Background: an optimization exercise with open tools, aiming at small area. Do not read the settings as production practice.
At most, simulation tests tie the RTL to the original design; equivalence was not proved.

==> run a <==
==> flow/design.v (excerpt) <==
module my_chip (
    input logic [11:0] io_in,  
    output logic [11:0] io_out,  
    input logic clock,
    input logic reset  
);
    TopChip top_i (.clock(clock), .reset(reset), .io_in(io_in), .io_out(io_out));
endmodule
==> module ConfirmCtl, before the edit <==
module ConfirmCtl (
	input wire clock,
	input wire reset,
	input wire cf_s,
	output reg c_pulse
);
	reg c_lock;
	reg [12:0] dcnt;
	wire d_done = ~cf_s & (dcnt >= 13'd6250);
	always @(posedge clock) begin
		if (reset) begin
			c_pulse <= 1'b0;
			c_lock <= 1'b0;
		end
		else begin
			c_pulse <= ~c_pulse & ~c_lock & cf_s;
			c_lock <= c_pulse | (c_lock & ~d_done);
		end
		dcnt <= c_lock ? dcnt + 13'd1 : 13'd0;
	end
endmodule
==> module Bot, before the edit <==
module Bot (
	input wire clock,
	input wire reset,
	input wire sp_s,
	input wire [6:0] full,
	output reg [2:0] bcode,
	output reg b1
);
	reg [3:0] lf;
	always @(posedge clock)
		if (reset)
			lf <= 4'b1001;
		else
			lf <= {lf[2:0], lf[3] ^ lf[2]};
	wire x21 = lf[2] ^ lf[1];
	wire [6:0] rnd = {x21, lf[2], lf[3], lf[3] ^ x21, lf[0], lf[2], lf[3] ^ lf[1]};
	wire [6:0] want = rnd & ~full & {7{sp_s}};
	always @(*)
		if (want[3])
			bcode = 3'd3;
		else if (want[4])
			bcode = 3'd4;
		else if (want[2])
			bcode = 3'd2;
		else if (want[5])
			bcode = 3'd5;
		else if (want[1])
			bcode = 3'd1;
		else if (want[6])
			bcode = 3'd6;
		else if (want[0])
			bcode = 3'd0;
		else
			bcode = 3'd7;
	reg b2;
	reg [12:0] tcnt;
	wire t_done = ~sp_s & (tcnt >= 13'd6250);
	always @(posedge clock) begin
		if (reset) begin
			b1 <= 1'b0;
			b2 <= 1'b0;
		end
		else begin
			b1 <= ~b1 & ~b2 & (|want);
			b2 <= b1 | (b2 & ~t_done);
		end
		tcnt <= b2 ? tcnt + 13'd1 : 13'd0;
	end
endmodule
==> module Vga, before the edit <==
module Vga (
	input wire clock,
	input wire reset,
	output reg [3:0] hk,
	output reg hp,
	output reg [2:0] vj,
	output reg vq,
	output wire hsync,
	output wire vsync,
	output wire valid
);
	reg [5:0] hc;
	reg [5:0] vr;
	wire h_last = hk[3] ? (hc == 6'd47) :
	              hp ? ((hk[2:0] == 3'd7) ? (hc == 6'd16) : (hc == 6'd39)) : (hc == 6'd44);
	wire eol = h_last & (hk == 4'd9);
	wire v_last = (vj == 3'd7) ? (vq ? (vr == 6'd32) : (vr == 6'd1)) :
	              vq ? ((vj == 3'd6) ? (vr == 6'd10) : (vr == 6'd44)) : (vr == 6'd29);
	always @(posedge clock)
		if (reset) begin
			hk <= 4'd0;
			hp <= 1'b0;
			hc <= 6'd0;
			vj <= 3'd0;
			vq <= 1'b0;
			vr <= 6'd0;
		end
		else begin
			if (h_last) begin
				hc <= 6'd0;
				hp <= ~hp & ~eol;
				if (eol)
					hk <= 4'd0;
				else if (hp)
					hk <= hk + 4'd1;
			end
			else
				hc <= hc + 6'd1;
			if (eol) begin
				if (v_last) begin
					vr <= 6'd0;
					vq <= ~vq;
					if (vq)
						vj <= vj + 3'd1;
				end
				else
					vr <= vr + 6'd1;
			end
		end
	assign hsync = ~(hk == 4'd8);
	assign vsync = ~((vj == 3'd7) & ~vq);
	assign valid = ((hk < 4'd7) | ((hk == 4'd7) & ~hp)) & ((vj < 3'd6) | ((vj == 3'd6) & ~vq));
endmodule
Settings: LEC_CHECK=0, CAP_MARGIN=20, CORE_MARGIN=2, CORE_UTILIZATION=60, SLEW_MARGIN=20; clock period 20.0 ns.
standard.sh (not shown) runs the stock make flow with config.mk's settings and CLKGATE_MAP_FILE= SYNTH_SCRIPT=/design/flow/synth_recipe.tcl, a recipe that flattens the netlist after the stock synthesis.
==> flow/flow/run.sh <==
#!/bin/bash
# Own flow: the standard layout (standard.sh: unchanged synthesis, floorplan,
# placement and routing) with two changes:
#  - port buffers use the smallest buffer cell (buf_1) instead of clkdlybuf4s50_1;
#  - the clock tree uses clkbuf_4 buffers and no dummy balancing loads.
# Every tool's output goes to the ORFS logs under orfs/logs and to flow.log here.
set -euo pipefail
export BUFFER_PORTS_ARGS="-buffer_cell sky130_fd_sc_hd__buf_1"
export CTS_ARGS="-sink_clustering_enable -repair_clock_nets -dont_use_dummy_load -buf_list sky130_fd_sc_hd__clkbuf_4"
bash standard.sh finish > flow.log 2>&1
==> inputs of run b, as changes to run a <==
--- a/flow/design.v
+++ b/flow/design.v
@@ -1,2 +1,15 @@
 `default_nettype none
+module Count6250 (
+	input wire clock,
+	input wire run,
+	output reg done
+);
+	reg [12:0] s;
+	wire low_zero = (s[11:0] == 12'd0);
+	wire fb = s[12] ^ s[3] ^ s[2] ^ s[0] ^ low_zero;
+	always @(posedge clock) begin
+		s <= run ? {s[11:0], fb} : 13'd0;
+		done <= run & ((s == 13'b1011011110111) | (done & ~(s[12] & low_zero)));
+	end
+endmodule
 module ConfirmCtl (
@@ -8,4 +21,5 @@
 	reg c_lock;
-	reg [12:0] dcnt;
-	wire d_done = ~cf_s & (dcnt >= 13'd6250);
+	wire d_cnt_done;
+	Count6250 dcnt (.clock(clock), .run(c_lock), .done(d_cnt_done));
+	wire d_done = ~cf_s & d_cnt_done;
 	always @(posedge clock) begin
@@ -19,3 +33,2 @@
 		end
-		dcnt <= c_lock ? dcnt + 13'd1 : 13'd0;
 	end
@@ -57,4 +70,5 @@
 	reg b2;
-	reg [12:0] tcnt;
-	wire t_done = ~sp_s & (tcnt >= 13'd6250);
+	wire t_cnt_done;
+	Count6250 tcnt (.clock(clock), .run(b2), .done(t_cnt_done));
+	wire t_done = ~sp_s & t_cnt_done;
 	always @(posedge clock) begin
@@ -68,3 +82,2 @@
 		end
-		tcnt <= b2 ? tcnt + 13'd1 : 13'd0;
 	end
@@ -101,7 +114,12 @@
 	reg [5:0] vr;
-	wire h_last = hk[3] ? (hc == 6'd47) :
-	              hp ? ((hk[2:0] == 3'd7) ? (hc == 6'd16) : (hc == 6'd39)) : (hc == 6'd44);
+	wire h_last = hk[3] ? (hc == 6'b100110) :                 
+	              hp ? ((hk[2:0] == 3'd7) ? (hc == 6'b010011) :  
+	                                        (hc == 6'b110111)) :  
+	                   (hc == 6'b101100);                       
 	wire eol = h_last & (hk == 4'd9);
-	wire v_last = (vj == 3'd7) ? (vq ? (vr == 6'd32) : (vr == 6'd1)) :
-	              vq ? ((vj == 3'd6) ? (vr == 6'd10) : (vr == 6'd44)) : (vr == 6'd29);
+	wire v_last = (vj == 3'd7) ? (vq ? (vr == 6'b001001) :       
+	                                   (vr == 6'b000010)) :       
+	              vq ? ((vj == 3'd6) ? (vr == 6'b110001) :       
+	                                   (vr == 6'b101100)) :       
+	                   (vr == 6'b111001);                       
 	always @(posedge clock)
@@ -110,6 +128,6 @@
 			hp <= 1'b0;
-			hc <= 6'd0;
+			hc <= 6'b000001;
 			vj <= 3'd0;
 			vq <= 1'b0;
-			vr <= 6'd0;
+			vr <= 6'b000001;
 		end
@@ -117,3 +135,3 @@
 			if (h_last) begin
-				hc <= 6'd0;
+				hc <= 6'b000001;
 				hp <= ~hp & ~eol;
@@ -125,6 +143,6 @@
 			else
-				hc <= hc + 6'd1;
+				hc <= {hc[4:0], hc[5] ^ hc[4]};
 			if (eol) begin
 				if (v_last) begin
-					vr <= 6'd0;
+					vr <= 6'b000001;
 					vq <= ~vq;
@@ -134,3 +152,3 @@
 				else
-					vr <= vr + 6'd1;
+					vr <= {vr[4:0], vr[5] ^ vr[4]};
 			end
==> flow/flow/run.sh (replaced) <==
#!/bin/bash
# Own flow: the standard layout (standard.sh) with these changes:
#  - synthesis is the standard flow's script (synth_recipe.tcl, so -nofsm -noshare, flatten and
#    the same renaming; registers are mapped before ABC and keep their names and
#    cells) with ABC's cell mapping run by an area-oriented script (abc_area.script)
#    instead of ORFS's speed script;
#  - port buffers use the smallest buffer cell (buf_1);
#  - the clock tree uses clkbuf_4 buffers and no dummy balancing loads.
# Every tool's output goes to the ORFS logs under orfs/logs and to flow.log here.
set -euo pipefail
here=$(pwd)
# The standard flow's synthesis script with ABC's -script argument pointed at ours
{
  head -n 1 synth_recipe.tcl
  cat flow/abc_override.tcl
  tail -n +2 synth_recipe.tcl
} > synth_area.tcl
sed "s#SYNTH_SCRIPT=[^ ]*#SYNTH_SCRIPT=$here/synth_area.tcl#" standard.sh > standard_area.sh
export AREA_ABC_SCRIPT="$here/flow/abc_area.script"
export BUFFER_PORTS_ARGS="-buffer_cell sky130_fd_sc_hd__buf_1"
export CTS_ARGS="-sink_clustering_enable -repair_clock_nets -dont_use_dummy_load -buf_list sky130_fd_sc_hd__clkbuf_4"
bash standard_area.sh finish > flow.log 2>&1
==> flow/flow/abc_area.script (new file) <==
strash
dc2
dch -f
amap
topo
stime -c
==> flow/flow/abc_override.tcl (new file) <==
# run ABC's cell mapping with the script named by AREA_ABC_SCRIPT
proc abc {args} {
  set i [lsearch -exact $args -script]
  if {$i >= 0 && [info exists ::env(AREA_ABC_SCRIPT)]} {
    lset args [expr {$i + 1}] $::env(AREA_ABC_SCRIPT)
  }
  yosys abc {*}$args
}
==> results.sh <==
export IMPL_placed_area_um2=5280
export IMPL_powerDensity_nw_per_um2=71.6
export IMPL_synth_xor_area_share_pct=0
export IMPL_die_h_um=96.4
export IMPL_critPathTopFamily="simple AND/OR/NAND/NOR gates"
export IMPL_crit_path_max_incr_delay_ns=0.49
export IMPL_num_nonclk_buffers=25
export IMPL_clockPowerShare_pct=29.1
export IMPL_min_period_over_period_pct=42.7
export IMPL_fin_worst_skew_ns=0.0507
export IMPL_die_area_um2=9300
export IMPL_seq_cell_count=125
export IMPL_status="complete, no violations"
# the run above: run b

==> results.sh <==
export IMPL_gp_congestion=0.875
export IMPL_powerDensity_nw_per_um2=62.8
export IMPL_crit_path_max_incr_delay_ns=0.74
export IMPL_fin_worst_skew_ns=0.0321
export IMPL_status="complete, no violations"
export IMPL_seq_cell_count=123
export IMPL_synth_xor_area_share_pct=6.25
export IMPL_critPathTopFamily="compound AO/OA/AOI/OAI gates"
export IMPL_num_nonclk_buffers=24
# the run above: run a

The RTL of run a was laid out without a check of its function.

separate check: timing with driven ports:
No port has a modelled driver above. Below, the same layouts with a new extraction and two added sets of constraints.
Step 1 assumes that a clkbuf_16 drives the clock port and a buf_2 every other input.
Step 2 adds t to the input delays and takes it off the output delays; t is the mean of the earliest and latest rising clock arrival at the registers after step 1. Input paths then give back, and output paths get back, about the clock's delay inside the block.
Slacks: ideal ports / drivers / drivers and shift; pairs: ideal ports / drivers.
run | shift t [ns] | setup WS [ns] | clock arrival spread, ns | slew at the worst register clock pin (ns)
run a | 0.561 | 11.752 / 11.718 / 12.279 | 0.036 / 0.037 | 0.10 / 0.10
run b | 0.516 | 11.464 / 11.431 / 11.947 | 0.051 / 0.050 | 0.12 / 0.12
After both steps every run listed still meets setup and hold.
